Context: an optimization exercise on an open-source flow, tuned for small area. The choices shown serve that exercise and are no tape-out recipe. In this exercise RTL edits were held to simulation tests only and were not proved equivalent to the original. The clock port is modelled as an ideal driver, which makes a skipped or thinned clock tree look cheaper than it is; a real chip needs a root buffer or a tree. No activity file was given, so power comes from the tool's default toggle rates.

==> inputs of exp/willow <==
==> flow/design.v <==
module digit_display(number, seven_segment);
parameter [111:0] SEG_TT = 112'd0;
input [3:0] number;
output wire [7:0] seven_segment;
genvar i;
generate
  for (i = 0; i < 7; i = i + 1) begin : seg
    assign seven_segment[i] = SEG_TT[16*i + number];
  end
endgenerate
assign seven_segment[7] = 1'b1;
endmodule
module detection_counter_keeper(in_reset, in_count_increment,
displ0, displ1, displ2, displ3, displ4, displ5);
input in_reset, in_count_increment;
output wire [7:0] displ0, displ1, displ2, displ3, displ4, displ5;
localparam [63:0] U_NEXT = 64'h55500fec0505ff00;
localparam [15:0] U_IS9  = 16'ha;
localparam [3:0]  U_ONE  = 4'd2;
localparam [63:0] M_TOG  = 64'ha0a0c7c7aa00ffff;
localparam [15:0] M_IS9  = 16'h8800;
reg [3:0] dig1, dig2, dig3, dig4, dig5, dig6;
function [3:0] lut4x4;
  input [63:0] tt;
  input [3:0] s;
  integer b;
  begin
    for (b = 0; b < 4; b = b + 1) lut4x4[b] = tt[16*b + s];
  end
endfunction
wire c2 = U_IS9[dig1];
wire c3 = c2 & M_IS9[dig2];
wire c4 = c3 & M_IS9[dig3];
wire c5 = c4 & M_IS9[dig4];
wire c6 = c5 & M_IS9[dig5];
wire wrap = c6 & M_IS9[dig6];
always @(posedge in_count_increment or posedge in_reset) begin
    if (in_reset) begin
        dig1 <= 4'd0; dig2 <= 4'd0; dig3 <= 4'd0;
        dig4 <= 4'd0; dig5 <= 4'd0; dig6 <= 4'd0;
    end
    else begin
        dig1 <= lut4x4(U_NEXT, dig1) | ({4{wrap}} & U_ONE);
        dig2 <= dig2 ^ ({4{c2}} & lut4x4(M_TOG, dig2));
        dig3 <= dig3 ^ ({4{c3}} & lut4x4(M_TOG, dig3));
        dig4 <= dig4 ^ ({4{c4}} & lut4x4(M_TOG, dig4));
        dig5 <= dig5 ^ ({4{c5}} & lut4x4(M_TOG, dig5));
        dig6 <= dig6 ^ ({4{c6}} & lut4x4(M_TOG, dig6));
    end
end
digit_display #(.SEG_TT(112'h50555443f2e0f0c00c000300e0c)) d1(.number(dig1), .seven_segment(displ0));
digit_display #(.SEG_TT(112'hb333a0eaea00f01010000c0070)) d2(.number(dig2), .seven_segment(displ1));
digit_display #(.SEG_TT(112'hb333a0eaea00f01010000c0070)) d3(.number(dig3), .seven_segment(displ2));
digit_display #(.SEG_TT(112'hb333a0eaea00f01010000c0070)) d4(.number(dig4), .seven_segment(displ3));
digit_display #(.SEG_TT(112'hb333a0eaea00f01010000c0070)) d5(.number(dig5), .seven_segment(displ4));
digit_display #(.SEG_TT(112'hb333a0eaea00f01010000c0070)) d6(.number(dig6), .seven_segment(displ5));
endmodule
==> flow/flow/run.sh <==
#!/bin/bash
# Own layout flow: the standard ORFS flow with three changes:
#  - synthesis: Yosys's half/full adder extraction is skipped and ABC maps for
#    area without buffering/upsizing (flow/abc_area_plain.script);
#  - port buffering uses the smallest buffer (buf_1) instead of the default;
#  - CTS does not insert dummy loads.
# Each tool's output goes to its own log in this folder (and ORFS's logs).
set -euo pipefail
W=$(pwd)
F=$W/flow
export MY_ABC_SCRIPT=$F/abc_area_plain.script
export BUFFER_PORTS_ARGS="-buffer_cell sky130_fd_sc_hd__buf_1"
export CTS_ARGS="-sink_clustering_enable -sink_clustering_size 30 -sink_clustering_max_diameter 200 -dont_use_dummy_load -buf_list sky130_fd_sc_hd__clkbuf_8 -root_buf sky130_fd_sc_hd__clkbuf_8 -repair_clock_nets"
make -C "$FLOW_HOME" DESIGN_CONFIG=$W/config.mk WORK_HOME=$W/orfs CLKGATE_MAP_FILE= \
  SYNTH_SCRIPT=$F/synth.tcl synth > $W/make_synth.log 2>&1
make -C "$FLOW_HOME" DESIGN_CONFIG=$W/config.mk WORK_HOME=$W/orfs CLKGATE_MAP_FILE= \
  SYNTH_SCRIPT=$F/synth.tcl finish > $W/make_finish.log 2>&1
R=$W/orfs/results/$FLOW_PLATFORM/detection_counter_keeper/base
: # left out here: write the final layout as DEF
==> flow/flow/abc_area_plain.script <==
strash
dch
map -a
topo
==> flow/flow/synth.tcl <==
# The standard flow's synthesis script (synth_recipe.tcl) with two overrides:
# extract_fa is skipped and abc gets this flow's area script.
proc synth {args} { yosys synth -nofsm -noshare {*}$args }
proc extract_fa {args} { puts "extract_fa skipped" }
proc abc {args} {
  set i [lsearch -exact $args -script]
  if { $i >= 0 } { lset args [expr {$i + 1}] $::env(MY_ABC_SCRIPT) }
  yosys abc {*}$args
}
source $::env(SCRIPTS_DIR)/synth.tcl
# left out here: clear keep_hierarchy, flatten, clean up, hide names made inside functions, write 1_2_yosys.v
==> flow/standard.sh <==
#!/bin/bash
# synth_recipe.tcl (not shown) runs the flow's synth.tcl, then flattens the netlist and writes it again
# the make line also repeats each setting of config.mk as NAME=value (left out here)
make -C /OpenROAD-flow-scripts/flow DESIGN_CONFIG=/design/flow/config.mk WORK_HOME=/design/flow/orfs CLKGATE_MAP_FILE= SYNTH_SCRIPT=/design/flow/synth_recipe.tcl "${@:-finish}"
==> flow/config.mk <==
export PLATFORM = sky130hd
export DESIGN_NAME = detection_counter_keeper
export DESIGN_NICKNAME = detection_counter_keeper
export VERILOG_FILES = /design/flow/design.v
export SDC_FILE = /design/flow/constraint.sdc
export NUM_CORES = 4
export LEC_CHECK = 0
export ABC_AREA = 1
export CAP_MARGIN = 20
export CORE_AREA = 3 3 72 72
export DIE_AREA = 0 0 75 75
export SLEW_MARGIN = 20
==> flow/constraint.sdc <==
create_clock -name core_clock -period 50.0 [get_ports {in_count_increment}]
set_input_delay 10.0000 -clock core_clock [delete_from_list [all_inputs] [get_ports {in_count_increment}]]
set_output_delay 10.0000 -clock core_clock [all_outputs]
set_load 0.01 [all_outputs]
==> exp/yarrow: changes against exp/willow <==
--- a/flow/design.v
+++ b/flow/design.v
@@ -17,8 +17,8 @@
 localparam [63:0] U_NEXT = 64'h55500fec0505ff00;
 localparam [15:0] U_IS9  = 16'ha;
 localparam [3:0]  U_ONE  = 4'd2;
-localparam [63:0] M_TOG  = 64'ha0a0c7c7aa00ffff;
-localparam [15:0] M_IS9  = 16'h8800;
+localparam [63:0] M_TOG  = 64'h7777fac8ffffafaf;
+localparam [15:0] M_IS9  = 16'hc000;
 reg [3:0] dig1, dig2, dig3, dig4, dig5, dig6;
 function [3:0] lut4x4;
   input [63:0] tt;
@@ -49,9 +49,9 @@
     end
 end
 digit_display #(.SEG_TT(112'h50555443f2e0f0c00c000300e0c)) d1(.number(dig1), .seven_segment(displ0));
-digit_display #(.SEG_TT(112'hb333a0eaea00f01010000c0070)) d2(.number(dig2), .seven_segment(displ1));
-digit_display #(.SEG_TT(112'hb333a0eaea00f01010000c0070)) d3(.number(dig3), .seven_segment(displ2));
-digit_display #(.SEG_TT(112'hb333a0eaea00f01010000c0070)) d4(.number(dig4), .seven_segment(displ3));
-digit_display #(.SEG_TT(112'hb333a0eaea00f01010000c0070)) d5(.number(dig5), .seven_segment(displ4));
-digit_display #(.SEG_TT(112'hb333a0eaea00f01010000c0070)) d6(.number(dig6), .seven_segment(displ5));
+digit_display #(.SEG_TT(112'h888b3c0ceeeeaaaa30000540aa00)) d2(.number(dig2), .seven_segment(displ1));
+digit_display #(.SEG_TT(112'h888b3c0ceeeeaaaa30000540aa00)) d3(.number(dig3), .seven_segment(displ2));
+digit_display #(.SEG_TT(112'h888b3c0ceeeeaaaa30000540aa00)) d4(.number(dig4), .seven_segment(displ3));
+digit_display #(.SEG_TT(112'h888b3c0ceeeeaaaa30000540aa00)) d5(.number(dig5), .seven_segment(displ4));
+digit_display #(.SEG_TT(112'h888b3c0ceeeeaaaa30000540aa00)) d6(.number(dig6), .seven_segment(displ5));
 endmodule
==> flow/run.sh (new file) <==
#!/bin/bash
# synth_recipe.tcl (not shown) runs the flow's synth.tcl, then flattens the netlist and writes it again
# the make line also repeats each setting of config.mk as NAME=value (left out here)
make -C /OpenROAD-flow-scripts/flow DESIGN_CONFIG=/design/flow/config.mk WORK_HOME=/design/flow/orfs CLKGATE_MAP_FILE= SYNTH_SCRIPT=/design/flow/synth_recipe.tcl finish
Settings changed: CTS_BUF_LIST set to sky130_fd_sc_hd__clkbuf_8, CTS_CLUSTER_DIAMETER set to 200, CTS_CLUSTER_SIZE set to 30.
removed: flow/flow/run.sh
removed: flow/flow/abc_area_plain.script
removed: flow/flow/synth.tcl
removed: flow/standard.sh
==> exp/lagoon: changes against exp/willow <==
--- a/flow/design.v
+++ b/flow/design.v
@@ -17,8 +17,8 @@
 localparam [63:0] U_NEXT = 64'h55500fec0505ff00;
 localparam [15:0] U_IS9  = 16'ha;
 localparam [3:0]  U_ONE  = 4'd2;
-localparam [63:0] M_TOG  = 64'ha0a0c7c7aa00ffff;
-localparam [15:0] M_IS9  = 16'h8800;
+localparam [63:0] M_TOG  = 64'h7777fac8ffffafaf;
+localparam [15:0] M_IS9  = 16'hc000;
 reg [3:0] dig1, dig2, dig3, dig4, dig5, dig6;
 function [3:0] lut4x4;
   input [63:0] tt;
@@ -49,9 +49,9 @@
     end
 end
 digit_display #(.SEG_TT(112'h50555443f2e0f0c00c000300e0c)) d1(.number(dig1), .seven_segment(displ0));
-digit_display #(.SEG_TT(112'hb333a0eaea00f01010000c0070)) d2(.number(dig2), .seven_segment(displ1));
-digit_display #(.SEG_TT(112'hb333a0eaea00f01010000c0070)) d3(.number(dig3), .seven_segment(displ2));
-digit_display #(.SEG_TT(112'hb333a0eaea00f01010000c0070)) d4(.number(dig4), .seven_segment(displ3));
-digit_display #(.SEG_TT(112'hb333a0eaea00f01010000c0070)) d5(.number(dig5), .seven_segment(displ4));
-digit_display #(.SEG_TT(112'hb333a0eaea00f01010000c0070)) d6(.number(dig6), .seven_segment(displ5));
+digit_display #(.SEG_TT(112'h888b3c0ceeeeaaaa30000540aa00)) d2(.number(dig2), .seven_segment(displ1));
+digit_display #(.SEG_TT(112'h888b3c0ceeeeaaaa30000540aa00)) d3(.number(dig3), .seven_segment(displ2));
+digit_display #(.SEG_TT(112'h888b3c0ceeeeaaaa30000540aa00)) d4(.number(dig4), .seven_segment(displ3));
+digit_display #(.SEG_TT(112'h888b3c0ceeeeaaaa30000540aa00)) d5(.number(dig5), .seven_segment(displ4));
+digit_display #(.SEG_TT(112'h888b3c0ceeeeaaaa30000540aa00)) d6(.number(dig6), .seven_segment(displ5));
 endmodule
==> flow/run.sh (new file) <==
#!/bin/bash
# synth_recipe.tcl (not shown) runs the flow's synth.tcl, then flattens the netlist and writes it again
# the make line also repeats each setting of config.mk as NAME=value (left out here)
make -C /OpenROAD-flow-scripts/flow DESIGN_CONFIG=/design/flow/config.mk WORK_HOME=/design/flow/orfs CLKGATE_MAP_FILE= SYNTH_SCRIPT=/design/flow/synth_recipe.tcl finish
Settings changed: CORE_AREA 3 3 72 72 to unset, CORE_MARGIN set to 2, CORE_UTILIZATION set to 60, CTS_BUF_LIST set to sky130_fd_sc_hd__clkbuf_16, DIE_AREA 0 0 75 75 to unset.
removed: flow/flow/run.sh
removed: flow/flow/abc_area_plain.script
removed: flow/flow/synth.tcl
removed: flow/standard.sh
==> comparison table <==
| quantity | exp/yarrow | exp/willow | exp/lagoon |
|---|---|---|---|
| Outcome | timing/DRC/antenna clean | timing/DRC/antenna clean | timing/DRC/antenna clean |
| Slew HR | 40.7% | 41.6% | 39.2% |
| Final nets | 282 | 211 | 282 |
| Signal buffers share of area | 19.6% | 10.5% | 19.5% |
| Crit-path slowest cell | sky130_fd_sc_hd__clkdlybuf4s50_1 | sky130_fd_sc_hd__dfrtp_1 | sky130_fd_sc_hd__clkdlybuf4s50_1 |
| Routed met1 length | 1580 microns | 1340 microns | 1430 microns |
| Overall track demand over capacity in global routing | 12.5% | 9.78% | 19.8% |
| Library cells used by synthesis | 29 | 15 | 29 |
| CORE AREA | 4470 sq um | 4470 sq um | 2780 sq um |
| Stages on worst setup path | 4 | 5 | 4 |
| Worst Clk Skew | 1.26 ps | 10.4 ps | 3.64 ps |
| Worst R2R Start | dig4[2] | dig1[2] | dig4[2] |
| Final Instance Count excl. Fillers | 315 | 259 | 295 |
| Cell with the most instances after synthesis | sky130_fd_sc_hd__nand2_1 | sky130_fd_sc_hd__clkinv_1 | sky130_fd_sc_hd__nand2_1 |
| Comb. pwr | 0.641 uW | 0.610 uW | 0.650 uW |
| Wire length of the first global-routing pass | 5580 microns | 4370 microns | 5230 microns |
| Count of non-CTS inverters in the layout | 44 | 25 | 44 |
| Via count of the first global-routing pass | 1265 | 943 | 1246 |


==> run a <==
RTL: the design.v shown in full above, as it stands there.
export LEC_CHECK = 0
export ABC_AREA = 1
export CAP_MARGIN = 20
export CORE_MARGIN = 2
export CORE_UTILIZATION = 60
export CTS_BUF_LIST = sky130_fd_sc_hd__clkbuf_8
export CTS_CLUSTER_DIAMETER = 200
export CTS_CLUSTER_SIZE = 30
export SLEW_MARGIN = 20
create_clock -name core_clock -period 50.0 [get_ports {in_count_increment}]
standard.sh (not shown) runs the stock make flow with config.mk's settings and CLKGATE_MAP_FILE= SYNTH_SCRIPT=/design/flow/synth_recipe.tcl, a recipe that flattens the netlist after the stock synthesis.
==> flow/flow/run.sh <==
#!/bin/bash
# Own layout flow: the standard ORFS flow with three changes:
#  - synthesis: Yosys's half/full adder extraction is skipped and ABC maps for
#    area without buffering/upsizing (flow/abc_area_plain.script);
#  - port buffering uses the smallest buffer (buf_1) instead of the default;
#  - CTS does not insert dummy loads.
# Each tool's output goes to its own log in this folder (and ORFS's logs).
set -euo pipefail
W=$(pwd)
F=$W/flow
export MY_ABC_SCRIPT=$F/abc_area_plain.script
export BUFFER_PORTS_ARGS="-buffer_cell sky130_fd_sc_hd__buf_1"
export CTS_ARGS="-sink_clustering_enable -repair_clock_nets -dont_use_dummy_load ${MY_CTS_EXTRA:-}"
make -C "$FLOW_HOME" DESIGN_CONFIG=$W/config.mk WORK_HOME=$W/orfs CLKGATE_MAP_FILE= \
  SYNTH_SCRIPT=$F/synth.tcl synth > $W/make_synth.log 2>&1
make -C "$FLOW_HOME" DESIGN_CONFIG=$W/config.mk WORK_HOME=$W/orfs CLKGATE_MAP_FILE= \
  SYNTH_SCRIPT=$F/synth.tcl finish > $W/make_finish.log 2>&1
R=$W/orfs/results/$FLOW_PLATFORM/detection_counter_keeper/base
: # left out here: write the final layout as DEF
==> flow/flow/abc_area_plain.script <==
strash
dch
map -a
topo
==> flow/flow/synth.tcl <==
# The standard flow's synthesis script (synth_recipe.tcl) with two overrides:
# extract_fa is skipped and abc gets this flow's area script.
proc synth {args} { yosys synth -nofsm -noshare {*}$args }
proc extract_fa {args} { puts "extract_fa skipped" }
proc abc {args} {
  set i [lsearch -exact $args -script]
  if { $i >= 0 } { lset args [expr {$i + 1}] $::env(MY_ABC_SCRIPT) }
  yosys abc {*}$args
}
source $::env(SCRIPTS_DIR)/synth.tcl
# left out here: clear keep_hierarchy, flatten, clean up, hide names made inside functions, write 1_2_yosys.v
==> run b (differences from run a) <==
==> flow/design.v (replaced) <==
module digit_units(s, wrap, seg, n, is9);
input [3:0] s;
input wrap;
output [6:0] seg;
output [3:0] n;
output is9;
localparam [111:0] SEG  = 112'h50555443f2e0f0c00c000300e0c;
localparam [63:0]  NEXT = 64'h55500fec0505ff00;
localparam [15:0]  IS9  = 16'ha;
genvar i;
generate
  for (i = 0; i < 7; i = i + 1) begin : g
    assign seg[i] = SEG[16*i + s];
  end
endgenerate
assign n[0] = NEXT[0 + s];
assign n[1] = NEXT[16 + s] | wrap;
assign n[2] = NEXT[32 + s];
assign n[3] = NEXT[48 + s];
assign is9 = IS9[s];
endmodule
module digit_upper(s, cin, seg, n, cout);
input [3:0] s;
input cin;
output [6:0] seg;
output [3:0] n;
output cout;
localparam [111:0] SEG = 112'hb333a0eaea00f01010000c0070;
localparam [63:0]  TOG = 64'ha0a0c7c7aa00ffff;
localparam [15:0]  IS9 = 16'h8800;
genvar i;
generate
  for (i = 0; i < 7; i = i + 1) begin : g
    assign seg[i] = SEG[16*i + s];
  end
  for (i = 0; i < 4; i = i + 1) begin : t
    assign n[i] = s[i] ^ (cin & TOG[16*i + s]);
  end
endgenerate
assign cout = cin & IS9[s];
endmodule
module detection_counter_keeper(in_reset, in_count_increment,
displ0, displ1, displ2, displ3, displ4, displ5);
input in_reset, in_count_increment;
output wire [7:0] displ0, displ1, displ2, displ3, displ4, displ5;
reg [3:0] dig1, dig2, dig3, dig4, dig5, dig6;
wire [3:0] n1, n2, n3, n4, n5, n6;
wire c2, c3, c4, c5, c6, wrap;
always @(posedge in_count_increment or posedge in_reset) begin
    if (in_reset) begin
        dig1 <= 4'd0; dig2 <= 4'd0; dig3 <= 4'd0;
        dig4 <= 4'd0; dig5 <= 4'd0; dig6 <= 4'd0;
    end
    else begin
        dig1 <= n1; dig2 <= n2; dig3 <= n3;
        dig4 <= n4; dig5 <= n5; dig6 <= n6;
    end
end
digit_units d1(.s(dig1), .wrap(wrap), .seg(displ0[6:0]), .n(n1), .is9(c2));
digit_upper d2(.s(dig2), .cin(c2), .seg(displ1[6:0]), .n(n2), .cout(c3));
digit_upper d3(.s(dig3), .cin(c3), .seg(displ2[6:0]), .n(n3), .cout(c4));
digit_upper d4(.s(dig4), .cin(c4), .seg(displ3[6:0]), .n(n4), .cout(c5));
digit_upper d5(.s(dig5), .cin(c5), .seg(displ4[6:0]), .n(n5), .cout(c6));
digit_upper d6(.s(dig6), .cin(c6), .seg(displ5[6:0]), .n(n6), .cout(wrap));
assign displ0[7] = 1'b1;
assign displ1[7] = 1'b1;
assign displ2[7] = 1'b1;
assign displ3[7] = 1'b1;
assign displ4[7] = 1'b1;
assign displ5[7] = 1'b1;
endmodule
--- a/flow/flow/run.sh
+++ b/flow/flow/run.sh
@@ -3,3 +3,3 @@
 #  - synthesis: Yosys's half/full adder extraction is skipped and ABC maps for
-#    area without buffering/upsizing (flow/abc_area_plain.script);
+#    area (deepsyn, then amap) without buffering or upsizing (flow/abc_area_plain.script);
 #  - port buffering uses the smallest buffer (buf_1) instead of the default;
@@ -12,3 +12,6 @@
 export BUFFER_PORTS_ARGS="-buffer_cell sky130_fd_sc_hd__buf_1"
-export CTS_ARGS="-sink_clustering_enable -repair_clock_nets -dont_use_dummy_load ${MY_CTS_EXTRA:-}"
+export CTS_ARGS="-sink_clustering_enable -dont_use_dummy_load -buf_list sky130_fd_sc_hd__clkbuf_16 -root_buf sky130_fd_sc_hd__clkbuf_16 -repair_clock_nets"
+export POST_CTS_TCL=$F/post_cts.tcl
+export SKIP_REPAIR_TIE_FANOUT=1
+export SYNTH_INSBUF=0
 make -C "$FLOW_HOME" DESIGN_CONFIG=$W/config.mk WORK_HOME=$W/orfs CLKGATE_MAP_FILE= \
==> flow/flow/abc_area_plain.script (replaced) <==
strash
&get -n
&deepsyn -T 60 -S 1
&put
dch -f
amap
topo
==> flow/flow/post_cts.tcl (new file) <==
# After CTS: replace the small clock tree CTS built (a root buffer and leaf
# buffers) by one clkbuf_16 that drives every flip-flop clock pin, placed at
# the flip-flops' centre. All registers keep the same clock arrival.
set block [ord::get_db_block]
set db [ord::get_db]
set clk_port in_count_increment
set root_net [[$block findBTerm $clk_port] getNet]

set cts_insts {}
set cts_nets {}
foreach inst [$block getInsts] {
  set n [$inst getName]
  if { [string match "clkbuf_*_$clk_port" $n] || [string match "clkload*" $n] } {
    lappend cts_insts $inst
    set xt [$inst findITerm X]
    if { $xt != "NULL" && [$xt getNet] != "NULL" } { lappend cts_nets [$xt getNet] }
  }
}
set sinks {}
set sx 0
set sy 0
foreach inst [$block getInsts] {
  set ck [$inst findITerm CLK]
  if { $ck != "NULL" && [$ck getNet] != "NULL" } {
    lappend sinks $ck
    set b [$inst getBBox]
    set sx [expr {$sx + ([$b xMin] + [$b xMax]) / 2}]
    set sy [expr {$sy + ([$b yMin] + [$b yMax]) / 2}]
  }
}
set ns [llength $sinks]
puts "single clock buffer: removing [llength $cts_insts] CTS cells, $ns sinks"
foreach ck $sinks { $ck disconnect }
foreach inst $cts_insts {
  foreach it [$inst getITerms] { if { [$it getNet] != "NULL" } { $it disconnect } }
  odb::dbInst_destroy $inst
}
foreach net $cts_nets { odb::dbNet_destroy $net }

set master [$db findMaster sky130_fd_sc_hd__clkbuf_16]
set buf [odb::dbInst_create $block $master clkbuf_single_$clk_port]
set net [odb::dbNet_create $block clknet_single_$clk_port]
$net setSigType CLOCK
$root_net setSigType CLOCK
[$buf findITerm A] connect $root_net
[$buf findITerm X] connect $net
foreach ck $sinks { $ck connect $net }
$buf setLocation [expr {$sx / $ns}] [expr {$sy / $ns}]
$buf setPlacementStatus PLACED
detailed_placement
check_placement -verbose
estimate_parasitics -placement
report_clock_skew
--- a/flow/config.mk
+++ b/flow/config.mk
@@ -9,7 +9,6 @@
 export CAP_MARGIN = 20
-export CORE_MARGIN = 2
-export CORE_UTILIZATION = 60
-export CTS_BUF_LIST = sky130_fd_sc_hd__clkbuf_8
-export CTS_CLUSTER_DIAMETER = 200
-export CTS_CLUSTER_SIZE = 30
+export CORE_AREA = 3 3 72 72
+export DIE_AREA = 0 0 75 75
 export SLEW_MARGIN = 20
+export SYNTH_HIERARCHICAL = 1
+export SYNTH_MINIMUM_KEEP_SIZE = 0
==> notes <==
Run b produced a clean layout. Run a passed the timing, DRC and antenna checks. Flip-flop and latch count is the same in run b and run a. Total power: run a is smaller than run b (about 1.4%). In run b the die area is higher than in run a, by 120%. Against run b, the register-to-register slack of run a is better by 0.81 ns. Against run b, the wire length of run a is lower by about 5%. Between run a and run b, the lower cell count is in run a (gap about 3.7%, measured against run b). Combinational power is about the same in run b and run a. Against run b, the clock power of run a is smaller by 4.8%.
==> figures <==
item	run a	run b
Outcome	timing/DRC/antenna clean	timing/DRC/antenna clean
Clock network power	0.00825 mW	0.00867 mW
Met2 usage in global routing	0.362	0.154
Filler instances	187	480
Number of nets in the finished design	211	195
Timing-limited maximum frequency	87.5 MHz	88.4 MHz
Fraction of standard cell area that is sequential	0.404	0.416
Clock-pin transition on the worst setup and hold timing paths	0.12 ns	0.10 ns
Proportion of layout cells with a drive suffix above 1	0.0145	0.00524
Max transition margin	0.431	0.415
Share of the yosys chip area belonging to registers	0.464	0.504
Placed inst area	0.00146 mm^2	0.00142 mm^2
Wire length of the first global-routing pass	4.12 mm	4.42 mm
Die height	50.4 um	75 um
CP Max Fanout	6	5
Average cell area after synthesis	7.99 um^2	8.10 um^2
Share of the cycle needed by the critical path after routing	0.229	0.226
Netlist area before placement	0.00129 mm^2	0.00119 mm^2
In run b the design's own scripts or RTL, not TritonCTS, make the clock network.

static timing again, ports no longer ideal:
In the flow no input, the clock included, has a driving cell. The finished layouts below were timed again as built, in two steps. Step 1 sets driving cells, clkbuf_16 on the clock port and buf_2 on the other inputs (assumed; they add their load-dependent delay and slew). Step 2 also shifts input and output timing later by t, the mid clock arrival at the registers, as if the neighbouring blocks saw the same clock. Three values: ideal, step 1, step 2; two values: the first two.
run | t, ns | setup slack, ns | hold slack, ns | latest minus earliest clock arrival (ns)
exp/willow | 0.279 | 38.648 / 38.625 / 38.904 | 0.537 / 0.537 / 0.537 | 0.010 / 0.010
exp/yarrow | 0.279 | 38.144 / 38.119 / 38.398 | 0.594 / 0.594 / 0.594 | 0.001 / 0.001
exp/lagoon | 0.280 | 38.185 / 38.157 / 38.436 | 0.598 / 0.598 / 0.598 | 0.003 / 0.003
run a | 0.325 | 38.571 / 38.552 / 38.876 | 0.539 / 0.539 / 0.539 | 0.003 / 0.003
run b | 0.185 | 38.690 / 38.661 / 38.846 | 0.466 / 0.466 / 0.466 | 0.006 / 0.005
After both steps every run listed still meets setup and hold.
